From an optimization exercise on the open Yosys and OpenROAD flow, aimed at small area; shortcuts taken in it are not production practice.
In this exercise RTL edits were held to simulation tests only and were not proved equivalent to the original.
The clock port is modelled as an ideal driver; clocking choices that lean on that would not hold on a real chip.
Power is estimated from default activity; no workload was simulated.

### flow/design.v
module RAM_set (
    input [31:0] record,
    input [6:0] state,
    input colr,
    input [1:0] ph,
    input pix,
    input [6:0] q,
    input [2:0] r,
    input [9:0] vv,
    output d_pix,
    output e_pix,
    output d_q_0,
    output d_q_1,
    output d_q_2,
    output d_q_3,
    output d_q_4,
    output d_q_5,
    output d_q_6,
    output d_vv_0,
    output d_vv_1,
    output d_vv_2,
    output d_vv_3,
    output d_vv_4,
    output d_vv_5,
    output d_vv_6,
    output d_vv_7,
    output d_vv_8,
    output d_vv_9,
    output d_ph_0,
    output d_ph_1,
    output hs,
    output vs
);
  wire n44;
  wire n45;
  wire n47;
  wire n49;
  wire n50;
  wire n51;
  wire n52;
  wire n55;
  wire n56;
  wire n59;
  wire n61;
  wire n63;
  wire n64;
  wire n65;
  wire n67;
  wire n69;
  wire n70;
  wire n73;
  wire n74;
  wire n75;
  wire n77;
  wire n79;
  wire n81;
  wire n82;
  wire n83;
  wire n84;
  wire n86;
  wire n87;
  wire n88;
  wire n89;
  wire n90;
  wire n91;
  wire n92;
  wire n93;
  wire n94;
  wire n95;
  wire n96;
  wire n97;
  wire n98;
  wire n99;
  wire n100;
  wire n101;
  wire n102;
  wire n103;
  wire n104;
  wire n105;
  wire n106;
  wire n107;
  wire n108;
  wire n109;
  wire n110;
  wire n111;
  wire n112;
  wire n113;
  wire n114;
  wire n115;
  wire n116;
  wire n117;
  wire n118;
  wire n119;
  wire n120;
  wire n121;
  wire n122;
  wire n123;
  wire n124;
  wire n125;
  wire n126;
  wire n127;
  wire n128;
  wire n129;
  wire n130;
  wire n131;
  wire n132;
  wire n133;
  wire n134;
  wire n135;
  wire n136;
  wire n137;
  wire n138;
  wire n139;
  wire n140;
  wire n141;
  wire n142;
  wire n143;
  wire n144;
  wire n145;
  wire n146;
  wire n147;
  wire n148;
  wire n149;
  wire n150;
  wire n151;
  wire n152;
  wire n153;
  wire n154;
  wire n155;
  wire n156;
  wire n157;
  wire n158;
  wire n159;
  wire n160;
  wire n161;
  wire n162;
  wire n163;
  wire n164;
  wire n165;
  wire n166;
  wire n167;
  wire n168;
  wire n169;
  wire n170;
  wire n171;
  wire n172;
  wire n173;
  wire n174;
  wire n175;
  wire n176;
  wire n177;
  wire n178;
  wire n179;
  wire n180;
  wire n181;
  wire n182;
  wire n183;
  wire n184;
  wire n185;
  wire n186;
  wire n187;
  wire n188;
  wire n189;
  wire n190;
  wire n191;
  wire n192;
  wire n193;
  wire n194;
  wire n195;
  wire n196;
  wire n197;
  wire n198;
  wire n199;
  wire n200;
  wire n201;
  wire n202;
  wire n203;
  wire n204;
  wire n205;
  wire n206;
  wire n207;
  wire n208;
  wire n209;
  wire n210;
  wire n211;
  wire n212;
  wire n213;
  wire n214;
  wire n215;
  wire n216;
  wire n217;
  wire n218;
  wire n219;
  wire n220;
  wire n221;
  wire n222;
  wire n223;
  wire n224;
  wire n225;
  wire n226;
  wire n227;
  wire n228;
  wire n229;
  wire n230;
  wire n231;
  wire n232;
  wire n233;
  wire n234;
  wire n235;
  wire n236;
  wire n237;
  wire n238;
  wire n239;
  wire n240;
  wire n241;
  wire n242;
  wire n243;
  wire n244;
  wire n245;
  wire n246;
  wire n247;
  wire n248;
  wire n249;
  wire n250;
  wire n251;
  wire n252;
  wire n253;
  wire n254;
  wire n255;
  wire n256;
  wire n257;
  wire n258;
  wire n259;
  wire n260;
  wire n261;
  wire n262;
  wire n263;
  wire n264;
  wire n265;
  wire n266;
  wire n267;
  wire n268;
  wire n269;
  wire n270;
  wire n271;
  wire n272;
  wire n273;
  wire n274;
  wire n275;
  wire n276;
  wire n277;
  wire n278;
  wire n279;
  wire n280;
  wire n285;
  wire n287;
  wire n288;
  wire n290;
  wire n291;
  wire n292;
  wire n293;
  wire n294;
  wire n295;
  wire n297;
  wire n298;
  wire n299;
  wire n300;
  wire n301;
  wire n302;
  wire n303;
  wire n304;
  wire n305;
  wire n306;
  wire n307;
  wire n308;
  wire n309;
  wire n310;
  wire n311;
  wire n312;
  wire n313;
  wire n314;
  wire n315;
  wire n316;
  wire n317;
  wire n318;
  wire n319;
  wire n320;
  wire n321;
  wire n322;
  wire n323;
  wire n324;
  wire n325;
  wire n326;
  wire n327;
  wire n328;
  wire n329;
  wire n330;
  wire n331;
  wire n332;
  wire n333;
  wire n334;
  wire n335;
  wire n336;
  wire n337;
  wire n338;
  wire n339;
  wire n340;
  wire n341;
  wire n342;
  wire n343;
  wire n344;
  wire n345;
  wire n346;
  wire n347;
  wire n348;
  wire n349;
  wire n350;
  wire n351;
  wire n352;
  wire n353;
  wire n354;
  wire n355;
  wire n356;
  assign n47 = (~ph[0]);
  assign n49 = (~n47&~ph[1]);
  assign n50 = (~n49);
  assign n51 = (~n47) | (~ph[1]);
  assign n52 = (~n50) | (~n51);
  assign n55 = (~q[3]&~q[2]);
  assign n56 = (~n55);
  assign n59 = (~q[1]&~n56) | (~q[4]);
  assign n61 = (~q[6]);
  assign n63 = (~n61) | (~q[5]);
  assign n64 = (q[3]&q[2]) | (n59) | (n63);
  assign n65 = (ph[1]) | (n64);
  assign n67 = (~vv[0]);
  assign n69 = (~vv[1]);
  assign n70 = (~n67&~n69);
  assign n73 = (~vv[3]&~n70&~vv[2]);
  assign n74 = (~vv[1]&~vv[2]);
  assign n75 = (~vv[2]&~n74) | (~n70&~n74);
  assign n77 = (~r[0]);
  assign n79 = (~n77&~r[1]);
  assign n81 = (~r[1]&~r[2]);
  assign n82 = (~q[3]);
  assign n83 = (~n82&~n63&~q[4]);
  assign n84 = (~n83);
  assign n86 = (~q[0]);
  assign n87 = (~q[1]);
  assign n88 = (~n86) | (~n87);
  assign n89 = (~record[13]&~n88);
  assign n90 = (~n86) | (~q[1]);
  assign n91 = (~q[0]) | (~q[1]);
  assign n92 = (~record[1]&~n91) | (~record[5]&~n90);
  assign n93 = (~n86&~q[1]);
  assign n94 = (~n93);
  assign n95 = (~record[9]&~n94) | (~q[2]);
  assign n96 = (~n89&~n92&~n95);
  assign n97 = (~record[17]&~n91);
  assign n98 = (~record[21]&~n90) | (~record[29]&~n88);
  assign n99 = (~q[2]);
  assign n100 = (~record[25]&~n94) | (~n99);
  assign n101 = (~n97&~n98&~n100);
  assign n102 = (~state[2]);
  assign n103 = (~n87&~state[0]);
  assign n104 = (~state[5]);
  assign n105 = (~n102&~n104) | (~n103&~n104);
  assign n106 = (~state[3]);
  assign n107 = (~state[6]&~state[4]);
  assign n108 = (~state[6]) | (~state[4]);
  assign n109 = (~n106&~n107) | (~n102&~n107) | (~n108&~n107);
  assign n110 = (~n82) | (~state[0]);
  assign n111 = (~state[0]) | (~n106);
  assign n112 = (~n82&~state[0]) | (~state[1]) | (~state[5]) | (~n111);
  assign n113 = (~state[1]&~state[5]&~n110) | (~n112);
  assign n114 = (~state[0]&~n104&~n102&~state[1]);
  assign n115 = (~n102&~n114) | (~n113&~n114);
  assign n116 = (~n106&~n109&~n64&~n115) | (~n107&~n109&~n64&~n115);
  assign n117 = (~n86&~n105) | (~n116);
  assign n118 = (~n82&~state[2]) | (~q[1]);
  assign n119 = (~n82&~n94) | (~n118);
  assign n120 = (~n84&~n96&~n101) | (~n117&~n119);
  assign n121 = (~n120);
  assign n122 = (record[6]&record[14]&q[2]) | (n90&record[14]&q[2]) | (record[6]&n88&q[2]) | (n90&n88&q[2]);
  assign n123 = (~record[2]&~n91) | (~record[10]&~n94) | (~n122);
  assign n124 = (~record[30]&~n88);
  assign n125 = (~record[18]&~n91) | (~record[22]&~n90);
  assign n126 = (~q[2]&~n124&~n125);
  assign n127 = (~record[26]&~n94) | (~n126);
  assign n128 = (~q[0]&~n102) | (~n99);
  assign n129 = (~n86&~n102&~n90) | (~n86&~n102&~n128) | (~n86&~n93&~n90) | (~n55&~n102&~n90) | (~n86&~n93&~n128) | (~n55&~n102&~n128) | (~n55&~n93&~n90) | (~n55&~n93&~n128);
  assign n130 = (~n117&~n129);
  assign n131 = (~n83&~n130) | (~n123&~n130) | (~n127&~n130);
  assign n132 = (~record[0]&~n91);
  assign n133 = (~record[8]&~n94) | (~record[12]&~n88);
  assign n134 = (~n99&~n132&~n133);
  assign n135 = (~record[4]&~n90) | (~n134);
  assign n136 = (record[16]&record[24]&n99) | (n91&record[24]&n99) | (record[16]&n94&n99) | (n91&n94&n99);
  assign n137 = (~record[20]&~n90) | (~record[28]&~n88) | (~n136);
  assign n138 = (~n106&~n56) | (~q[3]&~n94);
  assign n139 = (~n102&~n91);
  assign n140 = (~q[3]&~q[2]) | (~n102&~q[2]);
  assign n141 = (~n90&~n140);
  assign n142 = (~n138&~n139&~n141&~n117);
  assign n143 = (~n83&~n142) | (~n135&~n142) | (~n137&~n142);
  assign n144 = (~n121) | (~n131) | (~n143);
  assign n145 = (~record[31]&~n88);
  assign n146 = (~record[27]&~n94);
  assign n147 = (~record[23]&~n90);
  assign n148 = (~record[19]&~n91) | (~n99);
  assign n149 = (~n145&~n146&~n147&~n148);
  assign n150 = (~record[3]&~n91);
  assign n151 = (~record[11]&~n94);
  assign n152 = (~record[7]&~n90);
  assign n153 = (~record[15]&~n88) | (~q[2]);
  assign n154 = (~n150&~n151&~n152&~n153);
  assign n155 = (~n84&~n149&~n154);
  assign n156 = (~n155);
  assign n157 = (~r[0]&~r[1]);
  assign n158 = (~r[1]);
  assign n159 = (~n158&~n120);
  assign n160 = (~n157&~n159);
  assign n161 = (~n131&~n156);
  assign n162 = (~n161);
  assign n163 = (~n143&~n156&~n160) | (~n162);
  assign n164 = (~n86&~state[2]) | (~n118);
  assign n165 = (n99&state[6]&n91) | (n104&state[6]&n91) | (n99&n56&n91) | (n104&n56&n91);
  assign n166 = (~n164&~n83) | (~n165&~n83) | (~n116&~n83);
  assign n167 = (~n166&~n155);
  assign n168 = (~n143);
  assign n169 = (~n131);
  assign n170 = (~n169&~n156);
  assign n171 = (~n170);
  assign n172 = (~n168&~n171);
  assign n173 = (~n79);
  assign n174 = (~n120&~n143&~n131);
  assign n175 = (~n173) | (~n174);
  assign n176 = (n167&n175) | (n172&n175);
  assign n177 = (~n163&~n176) | (~n81&~n144);
  assign n178 = (~n166);
  assign n179 = (~n143&~n173);
  assign n180 = (~n120&~n179);
  assign n181 = (~n121&~n168);
  assign n182 = (~n181);
  assign n183 = (~r[2]);
  assign n184 = (~n77&~n183);
  assign n185 = (~n184);
  assign n186 = (~n182&~n185);
  assign n187 = (~n178&~n130&~n180&~n186);
  assign n188 = (~n187);
  assign n189 = (~n121) | (~n131);
  assign n190 = (~n77&~n158);
  assign n191 = (~n190);
  assign n192 = (~n189) | (~n191);
  assign n193 = (~n167&~n172) | (~n192&~n172);
  assign n194 = (~n143) | (~n173);
  assign n195 = (~n166) | (~n130);
  assign n196 = (~n195&~n179);
  assign n197 = (~n194&~vv[2]) | (~n196&~vv[2]);
  assign n198 = (n79&n188&n193&n197) | (n177&n188&n193&n197);
  assign n199 = (~r[1]) | (~r[2]);
  assign n200 = (~n77) | (~n81);
  assign n201 = (~n199) | (~n200);
  assign n202 = (~n198&~n201);
  assign n203 = (~r[0]&~n143);
  assign n204 = (~r[2]&~n203) | (~n170&~n203);
  assign n205 = (~r[1]&~n121);
  assign n206 = (~n205);
  assign n207 = (~n143&~n169);
  assign n208 = (~n207) | (~n206);
  assign n209 = (~n159&~n208) | (~n168&~n206);
  assign n210 = (~n209);
  assign n211 = (~n195);
  assign n212 = (~r[0]&~n120);
  assign n213 = (~n162&~n212);
  assign n214 = (~n211&~n213) | (~n191);
  assign n215 = (~n209&~n214) | (~n171&~n210);
  assign n216 = (~n120&~n143);
  assign n217 = (~n181&~n216);
  assign n218 = (~n217&~n191);
  assign n219 = (~n183&~n189) | (~n167);
  assign n220 = (n173&n175) | (n174&n175);
  assign n221 = (~n121&~n203);
  assign n222 = (~n183&~n171&~n212&~n221);
  assign n223 = (~n67) | (~n69);
  assign n224 = (~r[0]) | (~n166);
  assign n225 = (~n210&~n224);
  assign n226 = (~n222&~n223&~n225);
  assign n227 = (~n218&~n219&~n220) | (~n226);
  assign n228 = (~n204&~n227) | (~n215&~n227);
  assign n229 = (~n79) | (~n189);
  assign n230 = (~n229&~n207);
  assign n231 = (n81&n167) | (n230&n167);
  assign n232 = (~vv[2]);
  assign n233 = (~n216&~n232) | (~n81&~n232);
  assign n234 = (~r[0]&~n157) | (~r[0]&~n170) | (~n130&~n157) | (~n130&~n170);
  assign n235 = (~vv[2]&~n162) | (~n185&~n162) | (~n206&~n162);
  assign n236 = (~n182&~n67) | (~n235&~n67);
  assign n237 = (~n168&~n234) | (~n161&~n233) | (~n236);
  assign n238 = (n121&n220) | (n169&n220);
  assign n239 = (~n77&n238) | (~n172&n238);
  assign n240 = (~r[2]&~n168);
  assign n241 = (~n77&~n240);
  assign n242 = (~n171&~n241) | (~n195);
  assign n243 = (~n120&~n225) | (~n242&~n225);
  assign n244 = (~n239&~n243);
  assign n245 = (~n231&~n237&~n244);
  assign n246 = (~n228&~n245);
  assign n247 = (~n217) | (~n191);
  assign n248 = (~n180&~n205);
  assign n249 = (~n195&~n248);
  assign n250 = (~n249&~n187) | (~n230&~n247);
  assign n251 = (~r[0]&~n158&~n156&~n144);
  assign n252 = (~n143&~n156&~n238);
  assign n253 = (~n131&~n174&~n251&~n252) | (~n231&~n174&~n251&~n252);
  assign n254 = (~n81&~n163);
  assign n255 = (~n253&~n254);
  assign n256 = (~n121&~r[0]&~n162) | (~n121&~n217&~n162) | (~n157&~r[0]&~n162) | (~n157&~n217&~n162);
  assign n257 = (~n166&~n256);
  assign n258 = (~n186&~n239&~n255) | (~n257);
  assign n259 = (~n67) | (~vv[1]) | (~n250) | (~n258);
  assign n260 = (~n75) | (~n202) | (~n246) | (~n259);
  assign n261 = (~r[2]&~n182) | (~n230);
  assign n262 = (~n157&~n247&~n240);
  assign n263 = (~n162&~n262&~n218);
  assign n264 = (~n162&~n166&~n263) | (~n261&~n166&~n263) | (~n253&~n166&~n263);
  assign n265 = (~n77&~r[2]);
  assign n266 = (~n143&~n168) | (~n143&~n190) | (~n205&~n168) | (~n205&~n190);
  assign n267 = (~n166&~n256&~n214) | (~n188&~n266);
  assign n268 = (~n77) | (~n195) | (~n216);
  assign n269 = (~n217&~n171) | (~n219);
  assign n270 = (~n242&~n269) | (~n79&~n222);
  assign n271 = (~n257&~n268) | (~n270);
  assign n272 = (~n267&~n271) | (~n67);
  assign n273 = (~n216&~n229);
  assign n274 = (~n177&~n273) | (~n224&~n266) | (~n197);
  assign n275 = (~vv[0]) | (~n274);
  assign n276 = (~n77&~n159&~n250);
  assign n277 = (~n184&~n232&~n276&~n264) | (~n211&~n232&~n276&~n264);
  assign n278 = (~n272&~n75&~n201&~n277) | (~n275&~n75&~n201&~n277);
  assign n279 = (~n264&~n278) | (~n265&~n278) | (~n143&~n278);
  assign n280 = (n260&n279);
  assign n285 = (vv[7]) | (vv[6]) | (vv[8]) | (vv[4]);
  assign n287 = (vv[9]) | (n285);
  assign n288 = (~n74);
  assign n290 = (~vv[5]);
  assign n291 = (~vv[3]&~n290) | (~n288&~n290);
  assign n292 = (~n73&~n280&~n287&n291);
  assign n45 = (vv[3]) | (vv[5]) | (n288) | (n287);
  assign n293 = (~r[0]&~n199);
  assign n294 = (~q[0]&~n56&~n293);
  assign n295 = (~q[5]);
  assign n44 = (~n59&~n294) | (~n61) | (~n295);
  assign n297 = (colr&pix) | (n49&pix) | (colr&n50) | (n49&n50);
  assign n298 = (~vv[4]);
  assign n299 = (~n77) | (~r[1]) | (~n183);
  assign n300 = (~q[6]) | (~q[4]) | (~q[5]);
  assign n301 = (~q[3]&~n99&~n91&~n300);
  assign n302 = (~n77&~n50);
  assign n303 = (~r[1]) | (~n49);
  assign n304 = (~r[1]&~n302) | (~n303);
  assign n305 = (~n299&~n301) | (~n304);
  assign n306 = (~n299&~n305);
  assign n307 = (~vv[0]) | (~n306);
  assign n308 = (~n69&~n307&~n232);
  assign n309 = (~vv[3]) | (~n308);
  assign n310 = (~n298&~n309);
  assign n311 = (~n310);
  assign n312 = (~n290&~n311);
  assign n313 = (~n290&~n312) | (~n311&~n312);
  assign n314 = (~n298&~n310) | (~n309&~n310);
  assign n315 = (~vv[9]) | (~vv[2]) | (~vv[3]) | (~n290);
  assign n316 = (n50) | (n223) | (n315) | (n285);
  assign n317 = (~vv[3]&~n308) | (~n316&~n308);
  assign n318 = (~vv[3]&~n317) | (~n308&~n317);
  assign n319 = (~n69&~n307);
  assign n320 = (~vv[2]&~n319) | (~n316&~n319);
  assign n321 = (~n308&~n320);
  assign n322 = (~n69&~n319) | (~n307&~n319);
  assign n323 = (vv[0]&n307&n316) | (n306&n307&n316);
  assign n324 = (~n49) | (~n293);
  assign n325 = (~n91&~n324);
  assign n326 = (~q[2]) | (~n325);
  assign n327 = (~n326);
  assign n328 = (q[3]&n327&q[4]);
  assign n329 = (~q[5]&~n328);
  assign n330 = (~n306&~n328);
  assign n331 = (~n295&~n330);
  assign n332 = (~n329&~n331);
  assign n333 = (~n82&~n326);
  assign n334 = (q[4]&n330) | (n333&n330);
  assign n335 = (~n82&~n333) | (~n326&~n333);
  assign n336 = (~n265&~n303);
  assign n337 = (~n183&~n336) | (~n303&~n336);
  assign n338 = (~q[2]&~n325);
  assign n339 = (~n327&~n338);
  assign n340 = (~n63&~n330) | (~n61&~n331);
  assign n341 = (~n86&~n324);
  assign n342 = (~q[1]&~n341);
  assign n343 = (~n306&~n342&~n325);
  assign n344 = (~vv[8]);
  assign n345 = (~vv[7]);
  assign n346 = (~vv[6]) | (~n312);
  assign n347 = (~n345&~n346);
  assign n348 = (~n347);
  assign n349 = (~n344&~n348);
  assign n350 = (~vv[9]&~n349) | (~n316);
  assign n351 = (~vv[9]&~n350) | (~n349&~n350);
  assign n352 = (~n86&~n341) | (~n324&~n341);
  assign n353 = (~n77&~n302&~n293) | (~n50&~n302&~n293);
  assign n354 = (~n344&~n349) | (~n348&~n349);
  assign n355 = (~n345&~n347) | (~n346&~n347);
  assign n356 = (vv[6]&n346) | (n312&n346);
  assign d_pix = n292;
  assign e_pix = n65;
  assign d_q_0 = n352;
  assign d_q_1 = n343;
  assign d_q_2 = n339;
  assign d_q_3 = n335;
  assign d_q_4 = n334;
  assign d_q_5 = n332;
  assign d_q_6 = n340;
  assign d_vv_0 = n323;
  assign d_vv_1 = n322;
  assign d_vv_2 = n321;
  assign d_vv_3 = n318;
  assign d_vv_4 = n314;
  assign d_vv_5 = n313;
  assign d_vv_6 = n356;
  assign d_vv_7 = n355;
  assign d_vv_8 = n354;
  assign d_vv_9 = n351;
  assign d_ph_0 = n47;
  assign d_ph_1 = n52;
  assign hs = n44;
  assign vs = n45;
endmodule
module vga_top (
    input         clk,
    input         rst,
    input  [31:0] record,
    input  [ 6:0] state,
    output [ 3:0] red,
    output [ 3:0] green,
    output [ 3:0] blue,
    output        hs,
    output        vs
);
  reg [1:0] ph;
  reg pix;
  reg [6:0] q;
  reg [9:0] vv;
  reg colr;
  reg [2:0] r;
  wire d_pix;
  wire e_pix;
  wire d_q_0;
  wire d_q_1;
  wire d_q_2;
  wire d_q_3;
  wire d_q_4;
  wire d_q_5;
  wire d_q_6;
  wire d_vv_0;
  wire d_vv_1;
  wire d_vv_2;
  wire d_vv_3;
  wire d_vv_4;
  wire d_vv_5;
  wire d_vv_6;
  wire d_vv_7;
  wire d_vv_8;
  wire d_vv_9;
  wire d_ph_0;
  wire d_ph_1;
  RAM_set u_logic (
      .record(record),
      .state(state),
      .colr(colr),
      .ph(ph),
      .pix(pix),
      .q(q),
      .r(r),
      .vv(vv),
      .d_pix(d_pix),
      .e_pix(e_pix),
      .d_q_0(d_q_0),
      .d_q_1(d_q_1),
      .d_q_2(d_q_2),
      .d_q_3(d_q_3),
      .d_q_4(d_q_4),
      .d_q_5(d_q_5),
      .d_q_6(d_q_6),
      .d_vv_0(d_vv_0),
      .d_vv_1(d_vv_1),
      .d_vv_2(d_vv_2),
      .d_vv_3(d_vv_3),
      .d_vv_4(d_vv_4),
      .d_vv_5(d_vv_5),
      .d_vv_6(d_vv_6),
      .d_vv_7(d_vv_7),
      .d_vv_8(d_vv_8),
      .d_vv_9(d_vv_9),
      .d_ph_0(d_ph_0),
      .d_ph_1(d_ph_1),
      .hs(hs),
      .vs(vs)
  );
  always @(posedge clk) if (e_pix) pix <= d_pix;
  always @(posedge clk or negedge rst) if (!rst) q[0] <= 1'b1; else q[0] <= d_q_0;
  always @(posedge clk or negedge rst) if (!rst) q[1] <= 1'b0; else q[1] <= d_q_1;
  always @(posedge clk or negedge rst) if (!rst) q[2] <= 1'b1; else q[2] <= d_q_2;
  always @(posedge clk or negedge rst) if (!rst) q[3] <= 1'b0; else q[3] <= d_q_3;
  always @(posedge clk or negedge rst) if (!rst) q[4] <= 1'b0; else q[4] <= d_q_4;
  always @(posedge clk or negedge rst) if (!rst) q[5] <= 1'b0; else q[5] <= d_q_5;
  always @(posedge clk or negedge rst) if (!rst) q[6] <= 1'b0; else q[6] <= d_q_6;
  always @(posedge clk or negedge rst) if (!rst) vv[0] <= 1'b0; else vv[0] <= d_vv_0;
  always @(posedge clk or negedge rst) if (!rst) vv[1] <= 1'b0; else vv[1] <= d_vv_1;
  always @(posedge clk or negedge rst) if (!rst) vv[2] <= 1'b0; else vv[2] <= d_vv_2;
  always @(posedge clk or negedge rst) if (!rst) vv[3] <= 1'b0; else vv[3] <= d_vv_3;
  always @(posedge clk or negedge rst) if (!rst) vv[4] <= 1'b0; else vv[4] <= d_vv_4;
  always @(posedge clk or negedge rst) if (!rst) vv[5] <= 1'b0; else vv[5] <= d_vv_5;
  always @(posedge clk or negedge rst) if (!rst) vv[6] <= 1'b0; else vv[6] <= d_vv_6;
  always @(posedge clk or negedge rst) if (!rst) vv[7] <= 1'b0; else vv[7] <= d_vv_7;
  always @(posedge clk or negedge rst) if (!rst) vv[8] <= 1'b0; else vv[8] <= d_vv_8;
  always @(posedge clk or negedge rst) if (!rst) vv[9] <= 1'b0; else vv[9] <= d_vv_9;
  always @(posedge clk or negedge rst) if (!rst) ph[0] <= 1'b0; else ph[0] <= d_ph_0;
  always @(posedge clk or negedge rst) if (!rst) ph[1] <= 1'b0; else ph[1] <= d_ph_1;
  always @(posedge clk or negedge rst)
    if (!rst) colr <= 1'b0;
    else if (ph == 2'd1) colr <= pix;
  always @(posedge clk or negedge rst)
    if (!rst) r <= 3'd1;
    else if (ph == 2'd1) r <= (q == 7'd119 && r == 3'd2) ? 3'd1 : (r == 3'd6) ? 3'd0 : r + 3'd1;
  assign red[0] = colr;
  assign red[1] = colr;
  assign red[2] = colr;
  assign red[3] = colr;
  assign green[0] = colr;
  assign green[1] = colr;
  assign green[2] = colr;
  assign green[3] = colr;
  assign blue[0] = colr;
  assign blue[1] = colr;
  assign blue[2] = colr;
  assign blue[3] = colr;
endmodule
### flow/flow/run.sh
#!/bin/bash
# Own layout flow: the standard ORFS flow (standard.sh, synth_recipe.tcl)
# with these changes:
#  - synthesis maps the logic with an area-oriented ABC script (flow/area.abc)
#    instead of ORFS's speed script (the RTL's logic is already optimised, see
#    gen/) and leaves adders as plain gates (no extract_fa); the rest of
#    synthesis is the standard flow's synth_recipe.tcl (same registers, flatten and rename);
#  - port buffers are buf_1 cells;
#  - CTS without dummy loads, with clkbuf_8 buffers; after CTS the root
#    buffer, which drives only the leaf buffers, is shrunk to clkbuf_2
#    (flow/root.tcl).
#  - the logic network ABC maps in synthesis is flow/logic.blif, an ABC
#    optimisation (gen/opt.py) of the very network this synthesis hands to
#    ABC; the flow checks that network's MD5 first (abc_in.blif) and falls
#    back to mapping it as it is (flow/area.abc) if it is not the expected one.
# Each step's full output goes to log_<step>.txt in the work folder.
set -uo pipefail
W=$PWD
{
  echo 'proc abc {args} {'
  echo '  set i [lsearch -exact $args -script]'
  echo '  if {$i >= 0} { set args [lreplace $args [expr {$i + 1}] [expr {$i + 1}] $::env(OWN_ABC_SCRIPT)] }'
  echo '  yosys abc {*}$args'
  echo '}'
  echo 'proc extract_fa {args} { puts "extract_fa skipped" }'
  cat "$W/synth_recipe.tcl"
} > "$W/own_synth.tcl"
sed -E "s#'?SYNTH_SCRIPT=[^ ]*#SYNTH_SCRIPT=$W/own_synth.tcl#" "$W/standard.sh" > "$W/own_standard.sh"
ABC_IN_MD5=b71cb3d5de529e66695d4dc3b07acef7
printf 'write_blif %s\nread_blif %s\nstrash\ndch -f\namap\ntopo\n' "$W/abc_in.blif" "$W/flow/logic.blif" > "$W/best.abc"
export OWN_ABC_SCRIPT="$W/best.abc"
export BUFFER_PORTS_ARGS="-buffer_cell sky130_fd_sc_hd__buf_1"
export CTS_ARGS="-sink_clustering_enable -repair_clock_nets -dont_use_dummy_load -buf_list sky130_fd_sc_hd__clkbuf_8 -sink_clustering_size 30 -sink_clustering_max_diameter 100"
run_step() {
  echo "== $1"
  if ! bash "$W/own_standard.sh" "$1" > "$W/log_$1.txt" 2>&1; then
    echo "step $1 failed"
    tail -40 "$W/log_$1.txt"
    exit 1
  fi
}
R="$W/orfs/results/$FLOW_PLATFORM/vga_top/base"
run_step synth
got=$(tail -n +2 "$W/abc_in.blif" | md5sum | cut -d' ' -f1)
if [[ "$got" != "$ABC_IN_MD5" ]]; then
  echo "ABC input $got is not the one flow/logic.blif was made from: mapping it as it is"
  mv "$W/log_synth.txt" "$W/log_synth_first.txt"
  rm -rf "$W/orfs"
  export OWN_ABC_SCRIPT="$W/flow/area.abc"
  run_step synth
fi
for t in floorplan place cts; do run_step "$t"; done
echo "== root clock buffer"
if ! LIB_FILE="$FLOW_HOME/platforms/sky130hd/lib/sky130_fd_sc_hd__tt_025C_1v80.lib" \
  ODB_IN="$R/4_cts.odb" ODB_OUT="$R/4_cts.odb" ROOT_CELL=sky130_fd_sc_hd__clkbuf_2 \
  openroad -no_init -exit "$W/flow/root.tcl" > "$W/log_rootbuf.txt" 2>&1; then
  echo "root buffer step failed"; tail -40 "$W/log_rootbuf.txt"; exit 1
fi
for t in route finish; do
  echo "== $t"
  if ! bash "$W/own_standard.sh" "$t" > "$W/log_$t.txt" 2>&1; then
    echo "step $t failed"
    tail -40 "$W/log_$t.txt"
    exit 1
  fi
done
ls -l "$W/out"
### flow/flow/area.abc
strash
dch -f
amap
topo
### flow/flow/logic.blif
.model netlist
.inputs ys__n1 ys__n6 ys__n8 ys__n9 ys__n11 ys__n12 ys__n14 ys__n16 ys__n19 \
 ys__n22 ys__n23 ys__n29 ys__n30 ys__n34 ys__n48 ys__n50 ys__n64 ys__n67 \
 ys__n124 ys__n126 ys__n128 ys__n132 ys__n137 ys__n139 ys__n141 ys__n145 \
 ys__n166 ys__n168 ys__n171 ys__n173 ys__n180 ys__n182 ys__n185 ys__n186 \
 ys__n205 ys__n210 ys__n212 ys__n215 ys__n218 ys__n223 ys__n225 ys__n228 \
 ys__n231 ys__n238 ys__n240 ys__n243 ys__n244 ys__n259 ys__n261 ys__n264 \
 ys__n266 ys__n334 ys__n412 ys__n428 ys__n501 ys__n502 ys__n504 ys__n506 \
 ys__n508 ys__n511 ys__n512 ys__n621 ys__n622
.outputs ys__n413 ys__n517 ys__n543 ys__n551 ys__n552 ys__n556 ys__n566 \
 ys__n567 ys__n570 ys__n575 ys__n578 ys__n579 ys__n586 ys__n587 ys__n592 \
 ys__n595 ys__n596 ys__n600 ys__n610 ys__n611 ys__n612 ys__n613 ys__n614 \
 ys__n618 ys__n619 ys__n620 ys__n623
.names ys__n12 ys__n16 new_n91
11 1
.names ys__n137 new_n91 new_n92
01 1
.names ys__n30 new_n92 new_n93
00 1
.names ys__n12 ys__n16 new_n94
00 1
.names ys__n141 new_n94 new_n95
01 1
.names ys__n12 ys__n16 new_n96
10 1
.names ys__n145 new_n96 new_n97
01 1
.names ys__n12 ys__n16 new_n98
01 1
.names ys__n139 new_n98 new_n99
01 1
.names new_n97 new_n99 new_n100
00 1
.names new_n95 new_n100 new_n101
01 1
.names new_n93 new_n101 new_n102
11 1
.names ys__n128 new_n98 new_n103
01 1
.names ys__n30 new_n103 new_n104
10 1
.names ys__n126 new_n91 new_n105
01 1
.names ys__n132 new_n96 new_n106
01 1
.names ys__n124 new_n94 new_n107
01 1
.names new_n106 new_n107 new_n108
00 1
.names new_n105 new_n108 new_n109
01 1
.names new_n104 new_n109 new_n110
11 1
.names ys__n22 ys__n23 new_n111
01 1
.names ys__n14 ys__n19 new_n112
10 1
.names new_n111 new_n112 new_n113
11 1
.names new_n110 new_n113 new_n114
01 1
.names new_n102 new_n114 new_n115
01 1
.names ys__n11 ys__n16 new_n116
01 1
.names ys__n67 new_n116 new_n117
01 1
.names ys__n34 new_n117 new_n118
10 1
.names ys__n12 new_n118 new_n119
10 1
.names ys__n14 ys__n67 new_n120
10 1
.names ys__n64 new_n120 new_n121
10 1
.names ys__n11 ys__n34 new_n122
01 1
.names ys__n50 ys__n67 new_n123
01 1
.names new_n122 new_n123 new_n124
10 1
.names new_n121 new_n124 new_n125
11 1
.names ys__n34 ys__n50 new_n126
11 1
.names ys__n67 new_n126 new_n127
01 1
.names ys__n11 ys__n14 new_n128
00 1
.names ys__n67 new_n128 new_n129
11 1
.names new_n127 new_n129 new_n130
00 1
.names ys__n64 new_n122 new_n131
00 1
.names new_n130 new_n131 new_n132
01 1
.names new_n125 new_n132 new_n133
00 1
.names ys__n14 ys__n30 new_n134
00 1
.names ys__n16 new_n134 new_n135
01 1
.names ys__n19 new_n135 new_n136
10 1
.names ys__n14 ys__n30 new_n137
11 1
.names new_n136 new_n137 new_n138
10 1
.names new_n111 new_n138 new_n139
11 1
.names ys__n48 ys__n50 new_n140
00 1
.names ys__n29 new_n140 new_n141
00 1
.names ys__n29 new_n140 new_n142
11 1
.names new_n141 new_n142 new_n143
00 1
.names ys__n48 ys__n50 new_n144
11 1
.names new_n143 new_n144 new_n145
00 1
.names new_n139 new_n145 new_n146
11 1
.names new_n133 new_n146 new_n147
01 1
.names new_n119 new_n147 new_n148
01 1
.names ys__n11 ys__n14 new_n149
01 1
.names ys__n16 new_n149 new_n150
10 1
.names ys__n14 new_n96 new_n151
11 1
.names new_n150 new_n151 new_n152
00 1
.names new_n148 new_n152 new_n153
11 1
.names new_n115 new_n153 new_n154
00 1
.names ys__n9 new_n154 new_n155
11 1
.names ys__n173 new_n94 new_n156
01 1
.names ys__n30 new_n156 new_n157
10 1
.names ys__n171 new_n96 new_n158
01 1
.names ys__n168 new_n91 new_n159
01 1
.names ys__n166 new_n98 new_n160
01 1
.names new_n159 new_n160 new_n161
00 1
.names new_n158 new_n161 new_n162
01 1
.names new_n157 new_n162 new_n163
11 1
.names ys__n185 new_n96 new_n164
01 1
.names ys__n30 new_n164 new_n165
00 1
.names ys__n186 new_n91 new_n166
01 1
.names ys__n182 new_n94 new_n167
01 1
.names ys__n180 new_n98 new_n168
01 1
.names new_n167 new_n168 new_n169
00 1
.names new_n166 new_n169 new_n170
01 1
.names new_n165 new_n170 new_n171
11 1
.names new_n113 new_n171 new_n172
10 1
.names new_n163 new_n172 new_n173
01 1
.names ys__n30 new_n149 new_n174
00 1
.names new_n98 new_n174 new_n175
10 1
.names ys__n11 new_n91 new_n176
11 1
.names ys__n30 ys__n50 new_n177
01 1
.names new_n96 new_n177 new_n178
00 1
.names ys__n14 new_n178 new_n179
00 1
.names new_n176 new_n179 new_n180
00 1
.names new_n175 new_n180 new_n181
01 1
.names new_n148 new_n181 new_n182
11 1
.names new_n173 new_n182 new_n183
00 1
.names ys__n215 new_n98 new_n184
01 1
.names ys__n30 new_n184 new_n185
00 1
.names ys__n210 new_n94 new_n186
01 1
.names ys__n218 new_n91 new_n187
01 1
.names ys__n212 new_n96 new_n188
01 1
.names new_n187 new_n188 new_n189
00 1
.names new_n186 new_n189 new_n190
01 1
.names new_n185 new_n190 new_n191
11 1
.names ys__n228 new_n98 new_n192
01 1
.names ys__n30 new_n192 new_n193
10 1
.names ys__n231 new_n94 new_n194
01 1
.names ys__n225 new_n96 new_n195
01 1
.names ys__n223 new_n91 new_n196
01 1
.names new_n195 new_n196 new_n197
00 1
.names new_n194 new_n197 new_n198
01 1
.names new_n193 new_n198 new_n199
11 1
.names new_n113 new_n199 new_n200
10 1
.names new_n191 new_n200 new_n201
01 1
.names new_n183 new_n201 new_n202
01 1
.names new_n155 new_n202 new_n203
00 1
.names ys__n8 ys__n9 new_n204
10 1
.names ys__n11 ys__n12 new_n205
10 1
.names ys__n30 new_n205 new_n206
00 1
.names new_n98 new_n206 new_n207
00 1
.names ys__n11 new_n96 new_n208
01 1
.names ys__n12 new_n134 new_n209
01 1
.names new_n208 new_n209 new_n210
00 1
.names new_n207 new_n210 new_n211
01 1
.names new_n148 new_n211 new_n212
10 1
.names ys__n264 new_n91 new_n213
01 1
.names ys__n30 new_n213 new_n214
00 1
.names ys__n266 new_n98 new_n215
01 1
.names ys__n259 new_n96 new_n216
01 1
.names ys__n261 new_n94 new_n217
01 1
.names new_n216 new_n217 new_n218
00 1
.names new_n215 new_n218 new_n219
01 1
.names new_n214 new_n219 new_n220
11 1
.names ys__n243 new_n94 new_n221
01 1
.names ys__n30 new_n221 new_n222
10 1
.names ys__n238 new_n91 new_n223
01 1
.names ys__n244 new_n98 new_n224
01 1
.names ys__n240 new_n96 new_n225
01 1
.names new_n224 new_n225 new_n226
00 1
.names new_n223 new_n226 new_n227
01 1
.names new_n222 new_n227 new_n228
11 1
.names new_n113 new_n228 new_n229
10 1
.names new_n220 new_n229 new_n230
01 1
.names new_n212 new_n230 new_n231
00 1
.names new_n154 new_n183 new_n232
10 1
.names new_n231 new_n232 new_n233
01 1
.names new_n204 new_n233 new_n234
10 1
.names new_n204 new_n233 new_n235
01 1
.names new_n234 new_n235 new_n236
00 1
.names new_n154 new_n231 new_n237
01 1
.names new_n201 new_n231 new_n238
11 1
.names new_n183 new_n238 new_n239
11 1
.names ys__n8 new_n239 new_n240
01 1
.names new_n237 new_n240 new_n241
00 1
.names new_n236 new_n241 new_n242
11 1
.names new_n203 new_n242 new_n243
00 1
.names new_n98 new_n149 new_n244
10 1
.names new_n208 new_n244 new_n245
00 1
.names ys__n30 ys__n34 new_n246
11 1
.names ys__n29 new_n134 new_n247
01 1
.names new_n246 new_n247 new_n248
00 1
.names new_n245 new_n248 new_n249
01 1
.names new_n147 new_n249 new_n250
11 1
.names new_n113 new_n250 new_n251
00 1
.names new_n201 new_n251 new_n252
00 1
.names new_n154 new_n183 new_n253
01 1
.names new_n231 new_n253 new_n254
10 1
.names new_n204 new_n254 new_n255
10 1
.names ys__n9 ys__n205 new_n256
00 1
.names new_n255 new_n256 new_n257
00 1
.names new_n252 new_n257 new_n258
10 1
.names new_n231 new_n258 new_n259
11 1
.names new_n233 new_n259 new_n260
00 1
.names new_n243 new_n260 new_n261
01 1
.names new_n201 new_n231 new_n262
10 1
.names ys__n205 new_n253 new_n263
01 1
.names new_n255 new_n263 new_n264
10 1
.names new_n262 new_n264 new_n265
00 1
.names new_n261 new_n265 new_n266
11 1
.names new_n232 new_n253 new_n267
00 1
.names ys__n8 ys__n9 new_n268
11 1
.names new_n267 new_n268 new_n269
10 1
.names ys__n8 ys__n9 new_n270
00 1
.names ys__n205 new_n183 new_n271
01 1
.names new_n270 new_n271 new_n272
00 1
.names new_n269 new_n272 new_n273
11 1
.names new_n267 new_n268 new_n274
01 1
.names new_n262 new_n274 new_n275
10 1
.names new_n273 new_n275 new_n276
01 1
.names new_n251 new_n276 new_n277
00 1
.names new_n266 new_n277 new_n278
01 1
.names new_n255 new_n269 new_n279
01 1
.names new_n212 new_n251 new_n280
11 1
.names new_n183 new_n204 new_n281
01 1
.names new_n154 new_n281 new_n282
10 1
.names ys__n9 new_n154 new_n283
00 1
.names new_n282 new_n283 new_n284
00 1
.names new_n280 new_n284 new_n285
10 1
.names ys__n8 ys__n205 new_n286
11 1
.names new_n253 new_n286 new_n287
11 1
.names new_n212 new_n251 new_n288
01 1
.names new_n282 new_n288 new_n289
01 1
.names new_n287 new_n289 new_n290
01 1
.names new_n285 new_n290 new_n291
00 1
.names new_n279 new_n291 new_n292
00 1
.names ys__n8 new_n155 new_n293
10 1
.names new_n292 new_n293 new_n294
11 1
.names new_n280 new_n286 new_n295
11 1
.names ys__n1 new_n295 new_n296
10 1
.names new_n294 new_n296 new_n297
01 1
.names new_n278 new_n297 new_n298
01 1
.names new_n154 new_n231 new_n299
11 1
.names new_n234 new_n299 new_n300
10 1
.names new_n155 new_n270 new_n301
00 1
.names new_n202 new_n301 new_n302
10 1
.names new_n262 new_n302 new_n303
00 1
.names new_n239 new_n252 new_n304
00 1
.names new_n235 new_n304 new_n305
00 1
.names new_n303 new_n305 new_n306
10 1
.names new_n183 new_n256 new_n307
10 1
.names new_n299 new_n307 new_n308
11 1
.names new_n306 new_n308 new_n309
00 1
.names new_n300 new_n309 new_n310
01 1
.names new_n183 new_n204 new_n311
10 1
.names new_n280 new_n281 new_n312
10 1
.names new_n311 new_n312 new_n313
01 1
.names ys__n1 new_n313 new_n314
00 1
.names new_n183 new_n268 new_n315
01 1
.names new_n183 new_n283 new_n316
11 1
.names new_n315 new_n316 new_n317
00 1
.names ys__n8 new_n251 new_n318
11 1
.names new_n317 new_n318 new_n319
01 1
.names ys__n334 new_n319 new_n320
10 1
.names new_n314 new_n320 new_n321
11 1
.names new_n310 new_n321 new_n322
01 1
.names ys__n8 new_n154 new_n323
01 1
.names new_n262 new_n323 new_n324
10 1
.names new_n280 new_n324 new_n325
00 1
.names new_n268 new_n325 new_n326
00 1
.names ys__n8 new_n267 new_n327
11 1
.names new_n154 new_n270 new_n328
11 1
.names new_n262 new_n328 new_n329
10 1
.names new_n327 new_n329 new_n330
01 1
.names new_n251 new_n330 new_n331
00 1
.names new_n326 new_n331 new_n332
11 1
.names new_n290 new_n317 new_n333
10 1
.names ys__n334 new_n333 new_n334
00 1
.names new_n332 new_n334 new_n335
01 1
.names ys__n8 new_n183 new_n336
00 1
.names new_n154 new_n280 new_n337
10 1
.names new_n336 new_n337 new_n338
11 1
.names new_n331 new_n338 new_n339
01 1
.names new_n154 new_n336 new_n340
00 1
.names ys__n205 new_n238 new_n341
11 1
.names new_n323 new_n341 new_n342
01 1
.names new_n340 new_n342 new_n343
01 1
.names new_n204 new_n343 new_n344
00 1
.names ys__n8 new_n271 new_n345
10 1
.names new_n238 new_n345 new_n346
10 1
.names new_n280 new_n346 new_n347
00 1
.names ys__n205 new_n299 new_n348
11 1
.names new_n252 new_n348 new_n349
10 1
.names new_n238 new_n267 new_n350
10 1
.names new_n349 new_n350 new_n351
00 1
.names new_n347 new_n351 new_n352
11 1
.names new_n344 new_n352 new_n353
00 1
.names new_n339 new_n353 new_n354
00 1
.names new_n335 new_n354 new_n355
11 1
.names ys__n9 ys__n205 new_n356
11 1
.names ys__n205 new_n270 new_n357
01 1
.names new_n356 new_n357 new_n358
00 1
.names ys__n1 ys__n6 new_n359
00 1
.names ys__n6 ys__n334 new_n360
11 1
.names ys__n1 new_n360 new_n361
11 1
.names new_n359 new_n361 new_n362
00 1
.names new_n358 new_n362 new_n363
10 1
.names new_n355 new_n363 new_n364
01 1
.names new_n322 new_n364 new_n365
01 1
.names ys__n8 ys__n205 new_n366
10 1
.names new_n183 new_n366 new_n367
11 1
.names new_n278 new_n367 new_n368
11 1
.names new_n365 new_n368 new_n369
00 1
.names new_n298 new_n369 new_n370
00 1
.names ys__n1 new_n286 new_n371
10 1
.names new_n283 new_n371 new_n372
01 1
.names new_n253 new_n372 new_n373
00 1
.names new_n256 new_n303 new_n374
01 1
.names new_n261 new_n374 new_n375
00 1
.names new_n373 new_n375 new_n376
01 1
.names ys__n1 new_n376 new_n377
10 1
.names new_n262 new_n377 new_n378
00 1
.names new_n183 new_n231 new_n379
01 1
.names new_n283 new_n379 new_n380
01 1
.names new_n155 new_n380 new_n381
01 1
.names new_n316 new_n381 new_n382
00 1
.names new_n318 new_n382 new_n383
10 1
.names new_n154 new_n347 new_n384
00 1
.names new_n383 new_n384 new_n385
00 1
.names new_n242 new_n385 new_n386
00 1
.names new_n262 new_n373 new_n387
11 1
.names new_n239 new_n270 new_n388
11 1
.names ys__n8 new_n212 new_n389
11 1
.names new_n183 new_n389 new_n390
11 1
.names ys__n334 new_n390 new_n391
10 1
.names new_n388 new_n391 new_n392
01 1
.names new_n387 new_n392 new_n393
01 1
.names new_n258 new_n393 new_n394
01 1
.names new_n386 new_n394 new_n395
01 1
.names new_n378 new_n395 new_n396
01 1
.names new_n242 new_n287 new_n397
00 1
.names new_n375 new_n397 new_n398
01 1
.names new_n331 new_n398 new_n399
10 1
.names ys__n6 ys__n334 new_n400
10 1
.names new_n292 new_n400 new_n401
01 1
.names new_n399 new_n401 new_n402
01 1
.names new_n204 new_n309 new_n403
01 1
.names new_n268 new_n299 new_n404
00 1
.names new_n252 new_n404 new_n405
10 1
.names new_n239 new_n405 new_n406
00 1
.names new_n290 new_n406 new_n407
01 1
.names new_n314 new_n407 new_n408
11 1
.names new_n403 new_n408 new_n409
01 1
.names new_n326 new_n382 new_n410
11 1
.names ys__n205 new_n238 new_n411
01 1
.names new_n382 new_n411 new_n412
01 1
.names new_n410 new_n412 new_n413
00 1
.names new_n336 new_n413 new_n414
00 1
.names new_n268 new_n349 new_n415
01 1
.names new_n236 new_n415 new_n416
01 1
.names ys__n6 ys__n334 new_n417
00 1
.names new_n343 new_n417 new_n418
01 1
.names new_n383 new_n418 new_n419
01 1
.names new_n416 new_n419 new_n420
01 1
.names new_n414 new_n420 new_n421
01 1
.names new_n358 new_n362 new_n422
11 1
.names new_n421 new_n422 new_n423
01 1
.names new_n409 new_n423 new_n424
01 1
.names new_n402 new_n424 new_n425
01 1
.names new_n396 new_n425 new_n426
01 1
.names new_n370 new_n426 new_n427
00 1
.names ys__n501 ys__n502 new_n428
00 1
.names ys__n504 ys__n506 new_n429
00 1
.names new_n428 new_n429 new_n430
11 1
.names ys__n508 new_n430 new_n431
01 1
.names ys__n511 new_n359 new_n432
10 1
.names ys__n1 ys__n511 new_n433
00 1
.names new_n360 new_n433 new_n434
01 1
.names ys__n512 new_n434 new_n435
10 1
.names new_n432 new_n435 new_n436
01 1
.names new_n431 new_n436 new_n437
11 1
.names new_n427 new_n437 ys__n517
01 1
.names ys__n1 ys__n334 new_n439
10 1
.names ys__n508 ys__n511 new_n440
11 1
.names new_n439 new_n440 new_n441
11 1
.names ys__n6 ys__n512 new_n442
00 1
.names ys__n412 ys__n428 new_n443
10 1
.names new_n442 new_n443 new_n444
11 1
.names new_n441 new_n444 new_n445
11 1
.names new_n430 new_n445 new_n446
11 1
.names ys__n1 new_n446 new_n447
10 1
.names ys__n9 new_n443 new_n448
11 1
.names ys__n8 new_n443 new_n449
00 1
.names ys__n8 new_n356 new_n450
01 1
.names ys__n8 new_n443 new_n451
11 1
.names new_n450 new_n451 new_n452
00 1
.names new_n449 new_n452 ys__n618
01 1
.names new_n448 ys__n618 new_n454
11 1
.names ys__n22 ys__n23 new_n455
11 1
.names ys__n30 new_n455 new_n456
11 1
.names new_n91 new_n456 new_n457
11 1
.names new_n138 new_n457 new_n458
11 1
.names new_n454 new_n458 new_n459
11 1
.names ys__n334 new_n459 new_n460
11 1
.names ys__n6 new_n460 new_n461
11 1
.names new_n447 new_n461 new_n462
00 1
.names ys__n1 new_n461 new_n463
11 1
.names new_n462 new_n463 ys__n543
00 1
.names new_n443 new_n450 new_n465
11 1
.names ys__n12 new_n465 new_n466
11 1
.names ys__n16 new_n466 new_n467
11 1
.names ys__n30 new_n467 new_n468
11 1
.names ys__n14 new_n468 new_n469
11 1
.names ys__n19 new_n469 new_n470
11 1
.names ys__n23 new_n470 new_n471
00 1
.names new_n459 new_n470 new_n472
00 1
.names ys__n23 new_n472 new_n473
10 1
.names new_n471 new_n473 ys__n551
00 1
.names ys__n30 new_n467 new_n475
00 1
.names new_n468 new_n475 ys__n552
00 1
.names ys__n16 new_n466 new_n477
00 1
.names new_n467 new_n477 new_n478
00 1
.names new_n459 new_n478 ys__n556
01 1
.names ys__n412 ys__n428 new_n480
01 1
.names new_n443 new_n480 ys__n566
00 0
.names ys__n428 new_n139 ys__n567
01 0
.names new_n433 new_n442 new_n483
11 1
.names new_n431 new_n483 ys__n570
11 0
.names new_n209 new_n450 new_n485
10 1
.names new_n136 new_n485 new_n486
10 1
.names ys__n22 ys__n23 new_n487
00 1
.names new_n486 new_n487 ys__n575
01 0
.names ys__n511 new_n463 new_n489
11 1
.names ys__n506 new_n489 new_n490
11 1
.names ys__n512 new_n490 new_n491
11 1
.names ys__n512 new_n490 new_n492
00 1
.names new_n491 new_n492 ys__n578
00 1
.names ys__n506 new_n489 new_n494
00 1
.names new_n490 new_n494 ys__n579
00 1
.names ys__n511 new_n446 new_n496
10 1
.names new_n463 new_n496 new_n497
00 1
.names new_n489 new_n497 ys__n586
00 1
.names ys__n6 new_n460 new_n499
00 1
.names new_n461 new_n499 ys__n587
00 1
.names ys__n334 new_n459 new_n501
00 1
.names new_n446 new_n460 new_n502
00 1
.names new_n501 new_n502 ys__n592
01 1
.names ys__n19 new_n469 new_n504
00 1
.names new_n472 new_n504 ys__n595
10 1
.names ys__n14 new_n468 new_n506
00 1
.names new_n469 new_n506 ys__n596
00 1
.names ys__n22 new_n473 new_n508
10 1
.names new_n111 new_n472 new_n509
10 1
.names new_n508 new_n509 ys__n600
00 0
.names ys__n501 new_n491 new_n511
11 1
.names ys__n502 new_n511 new_n512
11 1
.names ys__n504 new_n512 new_n513
11 1
.names new_n446 new_n513 new_n514
00 1
.names ys__n508 new_n514 new_n515
10 1
.names ys__n508 new_n513 new_n516
00 1
.names new_n515 new_n516 ys__n610
00 1
.names ys__n12 new_n465 new_n518
00 1
.names new_n466 new_n518 ys__n611
00 1
.names ys__n504 new_n512 new_n520
00 1
.names new_n513 new_n520 ys__n612
00 1
.names ys__n502 new_n511 new_n522
00 1
.names new_n512 new_n522 ys__n613
00 1
.names ys__n501 new_n491 new_n524
00 1
.names new_n511 new_n524 ys__n614
00 1
.names new_n454 new_n458 new_n526
10 1
.names ys__n9 new_n451 new_n527
00 1
.names new_n448 new_n527 new_n528
00 1
.names new_n526 new_n528 ys__n619
00 0
.names new_n366 new_n448 new_n530
01 1
.names ys__n205 new_n448 new_n531
00 1
.names new_n530 new_n531 ys__n620
00 1
.names ys__n622 new_n443 new_n533
10 1
.names ys__n621 new_n443 new_n534
11 1
.names new_n533 new_n534 ys__n623
00 0
.names ys__n412 ys__n413
0 1
.end
### flow/flow/root.tcl
# Shrink the clock tree's root buffer: it drives only the leaf clock buffers.
read_liberty $::env(LIB_FILE)
read_db $::env(ODB_IN)
set block [ord::get_db_block]
set root ""
foreach inst [$block getInsts] {
  set m [[$inst getMaster] getName]
  if {[string match "sky130_fd_sc_hd__clkbuf_*" $m]} {
    set net [[$inst findITerm A] getNet]
    if {$net ne "NULL" && [llength [$net getBTerms]] > 0} { set root $inst }
  }
}
if {$root ne ""} {
  puts "root clock buffer [$root getName] ([[$root getMaster] getName]) -> $::env(ROOT_CELL)"
  replace_cell [$root getName] $::env(ROOT_CELL)
}
write_db $::env(ODB_OUT)
### flow/standard.sh
#!/bin/bash
# synth_recipe.tcl (not shown) runs the flow's synth.tcl, then flattens the netlist and writes it again
# the make line also repeats each setting of config.mk as NAME=value (left out here)
make -C /OpenROAD-flow-scripts/flow DESIGN_CONFIG=/design/flow/config.mk WORK_HOME=/design/flow/orfs CLKGATE_MAP_FILE= SYNTH_SCRIPT=/design/flow/synth_recipe.tcl "${@:-finish}"
### flow/config.mk
export PLATFORM = sky130hd
export DESIGN_NAME = vga_top
export DESIGN_NICKNAME = vga_top
export VERILOG_FILES = /design/flow/design.v
export SDC_FILE = /design/flow/constraint.sdc
export NUM_CORES = 4
export LEC_CHECK = 0
export CAP_MARGIN = 0
export CORE_MARGIN = 2
export CORE_UTILIZATION = 65
export GPL_TIMING_DRIVEN = 0
export SLEW_MARGIN = 0
### flow/constraint.sdc
create_clock -name core_clock -period 10.0 [get_ports {clk}]
set_input_delay 2.0000 -clock core_clock [delete_from_list [all_inputs] [get_ports {clk}]]
set_output_delay 2.0000 -clock core_clock [all_outputs]
set_load 0.01 [all_outputs]
==> impl_metrics.env, run 1 <==
export IMPL_status="timing/DRC/antenna clean"
export IMPL_worstMarginPinSlew_ns=1.18
export IMPL_hold_depth=1
export IMPL_dieArea_um2=3750
export IMPL_antenna_left=0
export IMPL_io_buffers=54
export IMPL_critPathLaunchType="primary input"
export IMPL_setup_viol=0
export IMPL_clock_sinks=24
export IMPL_yosysUniqueCellTypes=35
export IMPL_cp_slowest_cell="o21ai_0"
export IMPL_crit_type="in -> reg"
export IMPL_vias=2629
export IMPL_worstPathRequired_ns=10.09
export IMPL_critPathTopFamily="compound AO/OA/AOI/OAI gates"
export IMPL_cts_tree="built"
export IMPL_yosys_warnings=1
export IMPL_grt_busiest_layer="met2"
export IMPL_hold_violations=0
export IMPL_htreeDepth=1
export IMPL_cts_setup_buffers=0
export IMPL_rows=20
export IMPL_pin_count=55
export IMPL_cts_hold_buf=0
export IMPL_grt_max_degree=24
export IMPL_fin_ws_ns=2.99
export IMPL_drive_gt1_frac=0.0480
export IMPL_power_density_nw_per_um2=64.8
export IMPL_antenna_found_initial=0
export IMPL_drc_errors=0
export IMPL_crit_start="state[5]"
export IMPL_place_gp_congestion=1.02
export IMPL_final_area_um2=2420
export IMPL_cts_made_buffers=3
export IMPL_synthArstFlopShare=0.958
export IMPL_cts_root_buf="clkbuf_8"
export IMPL_cts_repair_resize_count=0
export IMPL_placed_cells=416
export IMPL_hold_path_class="reg -> reg"
export IMPL_rsz0062_at_grt="no"
export IMPL_grt_util_met1=0.429
export IMPL_utilization=0.786
export IMPL_max_slew_margin=0.217
export IMPL_arrival_ns=7.11
export IMPL_cellLeakagePower_nw=0.971
export IMPL_grt_use_met3=0.0588
export IMPL_cts_clk_slew_worst_paths_ns=0.08
export IMPL_yosysSeqAreaShare=0.286
export IMPL_slowest_delay_ns=0.90
export IMPL_grt_pass1_vias=2230
export IMPL_start_util=0.691
export IMPL_final_cells=419
export IMPL_crit_buf_inv=4
export IMPL_grt_use_met2=0.555
export IMPL_gr_total_overflow=0
export IMPL_synth_flop_cell="dfrtp_1"
export IMPL_n_antenna_cell=0
export IMPL_finalPower_mw=0.157
export IMPL_worstHoldStart="ph[0]$_DFF_PN0_"
export IMPL_hpwlAfterDp_um=4750
export IMPL_placed_cell_area_um2=2390
export IMPL_ir_drop_uv=101
export IMPL_clk_latency_ns=0.29
export IMPL_synth_largest_area_cell="dfrtp_1"
export IMPL_core_um2=3080
export IMPL_timing_final_crit_share=0.701
export IMPL_r2r_end="pix$_DFFE_PP_"
export IMPL_synthesis_nets=359
export IMPL_slew_viol_final=0
export IMPL_syn_area_um2=2130
export IMPL_die_h_um=61.2
export IMPL_grt_total_usage=0.333
export IMPL_die_w_um=61.2
export IMPL_path_max_fanout=9
export IMPL_layout_min_cycle_time_ns=7.01
export IMPL_holdPathEnd="ph[0]$_DFF_PN0_"
export IMPL_drv_cap=0
export IMPL_dp_slack_ns=2.90
export IMPL_syn_area_per_cell_um2=6.69
export IMPL_synth_top_area_share=0.235
export IMPL_synth_edf_count=1
export IMPL_drtIter0Drc=272
export IMPL_end_kind="register"
export IMPL_area_growth_pct=13.6
export IMPL_finClkSkew_ns=0.0115
export IMPL_fin_tns_setup_ns=0
export IMPL_drt_pre_antenna_iters=6
export IMPL_cts_path_max_buffers=2
export IMPL_netlist_instances=318
export IMPL_grt_first_pass_wirelength_um=9470
export IMPL_synth_seq_cells=24
export IMPL_synth_area_top_cells="dfrtp_1, nor2_1, clkinv_1"
export IMPL_reg2reg_slack_ns=3.67
export IMPL_cp_cell_sequence="buf_1 > clkinv_1 > nor3_1 > a31oi_1 > nor3_1 > a31oi_1 > a2111oi_0 > o21ai_0 > o21ai_0 > clkinv_1 > nor2_1 > clkinv_1 > a21oi_1 > o21ai_0 > o221ai_1 > o21ai_0 > nor2_1 > nor2_1 > o2111a_1 > nor4_1 > nor2_1 > nor4_1"
export IMPL_vias_per_cell=6.27
export IMPL_routed_wl_um=6150
export IMPL_hold_ws_ns=0.474
export IMPL_num_nets_final=418
export IMPL_r2r_start="q[2]$_DFF_PN1_"
export IMPL_clock_fmax_mhz=143
export IMPL_ff2ff_path_depth=20
export IMPL_wire_per_inst_um=14.7
## cells in the final DEF (no fill, tap or decap)
cell,instances
o32ai_1,1
dfrtp_1,20
clkbuf_8,2
o31ai_1,3
a211oi_1,3
buf_1,54
nand4_1,1
o221a_1,5
o311a_1,1
or4_1,1
a31oi_1,11
nor2_1,76
clkbuf_2,1
nor3b_1,1
edfxtp_1,1
a2111oi_0,5
a41oi_1,1
or2_0,3
o22ai_1,8
a221oi_1,1
o41ai_1,1
or3_1,4
nor4_1,8
a22oi_1,1
o311ai_0,2
o22a_1,3
o2111a_1,1
nand3_1,6
a311o_1,1
clkinv_1,43
nand2_1,31
buf_4,12
o21ai_0,22
nor3_1,10
o221ai_1,5
a21oi_1,15
dfstp_2,3
o21a_1,8
## registers in the layout, summed over array words and instances, names as in the netlist
name,cells
colr,1
q,7
r,3
ph,2
pix,1
vv,10
## per-layer routing
layer / wire length, µm / part of all wire
met1: 2500 / 0.41
met2: 2880 / 0.47
met3: 643 / 0.10
met4: 127 / 0.021
met5: 0 / 0
## where the power goes
group | internal (mW) | total (mW) | switching (mW)
logic | 0.00522 | 0.0120 | 0.00675
clock network | 0.0207 | 0.0472 | 0.0265
registers | 0.0976 | 0.0976 | 0
total | 0.124 | 0.157 | 0.0333
## synth_stat cells, drive strengths merged, types with 2 or more instances
cell type and number:
o311ai 2, nand2 31, clkinv 43, dfstp 3
nor4 8, buf 12, nor2 76, o221ai 5
o22ai 8, a21oi 15, or2 3, or3 4
o22a 3, nand3 6, a211oi 3, o221a 5
o21a 8, dfrtp 20, o31ai 3, a2111oi 5
o21ai 22, a31oi 11, nor3 10
## final cells by class
type | count | area (µm²)
plain buffers | 12 | 90.1
repair buffers | 54 | 203
multi-input cells | 239 | 1270
fillers | 237 | 659
well taps | 44 | 55.1
clock buffers | 3 | 32.5
flip-flops and latches | 24 | 609
inverters | 43 | 161
## cell families after synthesis
family | after synthesis | share of synthesized area
buf+inv | 55 | 0.118
flops | 24 | 0.286
compound gates | 98 | 0.315
simple gates | 141 | 0.280
## worst max-delay path by stage
| stage | slack (ns) | end | depth (start not counted) |
|---|---|---|---|
| 2_1_floorplan | 4.28 | pix$_DFFE_PP_ | 21 |
| 3_3_place_gp | 2.83 | pix$_DFFE_PP_ | 22 |
| 3_5_place_dp | 2.90 | pix$_DFFE_PP_ | 22 |
| 4_1_cts | 3.14 | pix$_DFFE_PP_ | 22 |
| 5_1_grt | 2.64 | pix$_DFFE_PP_ | 22 |
| 6_report | 2.99 | pix$_DFFE_PP_ | 22 |
==> run 2, diff against run 1 <==
--- a/flow/config.mk
+++ b/flow/config.mk
@@ -9,4 +9,3 @@
 export CORE_MARGIN = 2
 export CORE_UTILIZATION = 65
-export GPL_TIMING_DRIVEN = 0
 export SLEW_MARGIN = 0
==> impl_metrics.env, run 2 <==
export IMPL_status="timing/DRC/antenna clean"
export IMPL_critPathLaunchType="primary input"
export IMPL_die_w_um=61.2
export IMPL_max_slew_margin=0.353
export IMPL_cts_setup_buffers=0
export IMPL_r2r_start="q[2]$_DFF_PN1_"
export IMPL_yosysMostFrequentCell="nor2_1"
export IMPL_synth_edf_count=1
export IMPL_p_switching_mw=0.0348
export IMPL_synth_commonest_cells="nor2_1, clkinv_1, nand2_1"
export IMPL_drtIter0Drc=290
export IMPL_area_growth_pct=9.76
export IMPL_synth_seq_cells=24
export IMPL_htreeDepth=1
export IMPL_yosysUniqueCellTypes=35
export IMPL_final_common_cell="nor2_1"
export IMPL_drv_cap=0
export IMPL_pin_count=55
export IMPL_setup_viol=0
export IMPL_num_nets_final=407
export IMPL_io_buffers=54
export IMPL_drt_pre_antenna_iters=7
export IMPL_final_area_um2=2340
export IMPL_rows=20
export IMPL_ir_drop_uv=88.2
export IMPL_yosysSeqAreaShare=0.286
export IMPL_grt_first_pass_wirelength_um=10500
export IMPL_worstMarginPinSlew_ns=0.960
export IMPL_vias_per_cell=6.43
export IMPL_fin_ws_ns=3.64
export IMPL_largest_register="vv"
export IMPL_worstHoldStart="ph[0]$_DFF_PN0_"
export IMPL_vias=2625
export IMPL_syn_area_per_cell_um2=6.69
export IMPL_rsz0062_at_grt="no"
export IMPL_n_antenna_cell=0
export IMPL_layout_min_cycle_time_ns=6.36
export IMPL_clock_sinks=24
export IMPL_most_common_layout_cells="nor2_1, buf_1, clkinv_1"
export IMPL_cts_root_buf="clkbuf_8"
export IMPL_syn_area_um2=2130
export IMPL_core_um2=3080
export IMPL_synth_top_area_share=0.235
export IMPL_synthArstFlopShare=0.958
export IMPL_cts_repair_resize_count=0
export IMPL_cellLeakagePower_nw=0.910
export IMPL_end_kind="register"
export IMPL_crit_type="in -> reg"
export IMPL_synth_area_top_cells="dfrtp_1, nor2_1, clkinv_1"
export IMPL_cts_hold_buf=0
export IMPL_cts_tree="built"
export IMPL_path_max_fanout=9
export IMPL_cts_made_buffers=3
export IMPL_synth_flop_cell="dfrtp_1"
export IMPL_timing_final_crit_share=0.636
export IMPL_pwr_share_seq=0.615
export IMPL_routed_wl_um=6410
export IMPL_netlist_instances=318
export IMPL_grt_pass1_vias=2363
export IMPL_synthesis_nets=359
export IMPL_arrival_ns=6.48
export IMPL_placed_cells=405
export IMPL_final_cells=408
export IMPL_clock_fmax_mhz=157
export IMPL_finClkSkew_ns=0.00750
export IMPL_worstPathRequired_ns=10.11
export IMPL_fin_tns_setup_ns=0
export IMPL_place_gp_congestion=1.04
export IMPL_drive_gt1_frac=0.0192
export IMPL_synth_largest_area_cell="dfrtp_1"
export IMPL_hold_path_class="reg -> reg"
export IMPL_hold_ws_ns=0.461
export IMPL_largest_register_ffs=10
export IMPL_fill_cells=243
export IMPL_dieArea_um2=3750
export IMPL_p_sw_frac=0.219
export IMPL_power_share_combinational=0.079
export IMPL_start_util=0.691
export IMPL_gr_total_overflow=0
export IMPL_drc_errors=0
export IMPL_clk_latency_ns=0.29
export IMPL_antenna_left=0
export IMPL_cts_clk_slew_worst_paths_ns=0.08
export IMPL_p_clk_frac=0.306
export IMPL_dp_slack_ns=3.46
export IMPL_hpwlAfterDp_um=4820
export IMPL_crit_start="state[3]"
export IMPL_yosys_warnings=1
export IMPL_die_h_um=61.2
export IMPL_cts_path_max_buffers=2
export IMPL_slew_viol_final=0
export IMPL_largest_registers="vv: 10 flops, q: 7 flops, r: 3 flops"
export IMPL_antenna_found_initial=0
export IMPL_internal_power_mw=0.124
export IMPL_placed_cell_area_um2=2300
export IMPL_hold_violations=0
export IMPL_wire_per_inst_um=15.7
export IMPL_power_density_nw_per_um2=67.9
export IMPL_grt_total_usage=0.370
export IMPL_grt_max_degree=24
-- run 2: cell counts after synthesis --
Identical to the previous run, type by type.
-- run 2: power groups by stage --
stage          Clock, mW  Sequential [mW]  Combinational [mW]
2_1_floorplan          0           0.0994             0.00332
3_3_place_gp           0           0.0994              0.0117
3_5_place_dp           0           0.0994              0.0122
4_1_cts           0.0551           0.0975              0.0123
5_1_grt           0.0507           0.0975              0.0143
6_report          0.0485           0.0975              0.0125
-- run 2: cell families after synthesis --
group | share of synthesized area
compound gates | 0.315
buf+inv | 0.118
flops | 0.286
simple gates | 0.280
-- run 2: path summary, 6_finish.rpt --
path / slack, ns / end / cells after the start
min in group asynchronous: 1.67 / q[6]$_DFF_PN0_ / 2
worst min-delay path: 0.46 / ph[0]$_DFF_PN0_ / 1
worst max-delay path: 3.64 / pix$_DFFE_PP_ / 22
worst min register to register: 0.46 / ph[0]$_DFF_PN0_ / 1
worst max register to register: 4.25 / pix$_DFFE_PP_ / 20
max in group asynchronous: 8.05 / r[0]$_DFFE_PN1N_ / 2
-- run 2: routing by layer --
layer,GRT usage,vias to the layer above,routed length (µm)
met3,0.0588,33,756
met2,0.620,199,2980
met5,0,-,0
li1,-,1243,-
met1,0.495,1150,2500
met4,0.115,0,165
-- run 2: through the flow --
| stage | total power, mW | util |
|---|---|---|
| final | 0.159 | 0.759 |
| after global routing | 0.163 | 0.759 |
| after CTS | 0.165 | 0.762 |
| after detailed placement | 0.112 | 0.748 |
| after global placement | 0.111 | 0.748 |
| after floorplan | 0.103 | - |
-- run 2: final cells by class --
class                           instances  area [µm²]  area share
Inverter                               43         161      0.0691
Timing Repair Buffer                   55         210      0.0900
Sequential cell                        24         609       0.261
Tap cell                               44        55.1      0.0236
Clock buffer                            3        32.5      0.0139
Multi-Input combinational cell        239        1270       0.543
-- run 2: critical path: stages --
cell       delay [ns]
buf_1            0.13
clkinv_1         0.12
nor3_1           0.18
a31oi_1          0.06
nor3_1           0.13
a31oi_1          0.06
a2111oi_0        0.38
o21ai_0          0.25
o21ai_0          0.82
clkinv_1         0.32
nor2_1           0.28
clkinv_1         0.16
a21oi_1          0.27
o21ai_0          0.16
o221ai_1         0.24
o21ai_0          0.15
nor2_1           0.11
nor2_1           0.04
o2111a_1         0.23
nor4_1           0.17
nor2_1           0.06
nor4_1           0.15

[static timing again, ports no longer ideal]
No port has a modelled driver above. Below, the same layouts with a new extraction and two added sets of constraints. Step 1: set_driving_cell puts a clkbuf_16 on clk and a buf_2 on each other input, an assumption about the parent block. Step 2 also shifts input and output timing later by t, the mid clock arrival at the registers, as if the neighbouring blocks saw the same clock. Slacks: ideal ports / drivers / drivers and shift; pairs: ideal ports / drivers.
run | shift t [ns] | setup WS [ns] | worst setup path after step 2 | latest minus earliest clock arrival (ns) | worst slew at a driven data input, ns
run 1 | 0.303 | 2.987 / 2.982 / 2.678 | input to register | 0.012 / 0.011 | 0.05
run 2 | 0.309 | 3.635 / 3.632 / 3.323 | input to register | 0.008 / 0.008 | 0.04
After both steps setup and hold are still met in every run listed. For run 2, which loses most, drivers alone change the setup slack by -0.003 ns; drivers and shift together by -0.312 ns.
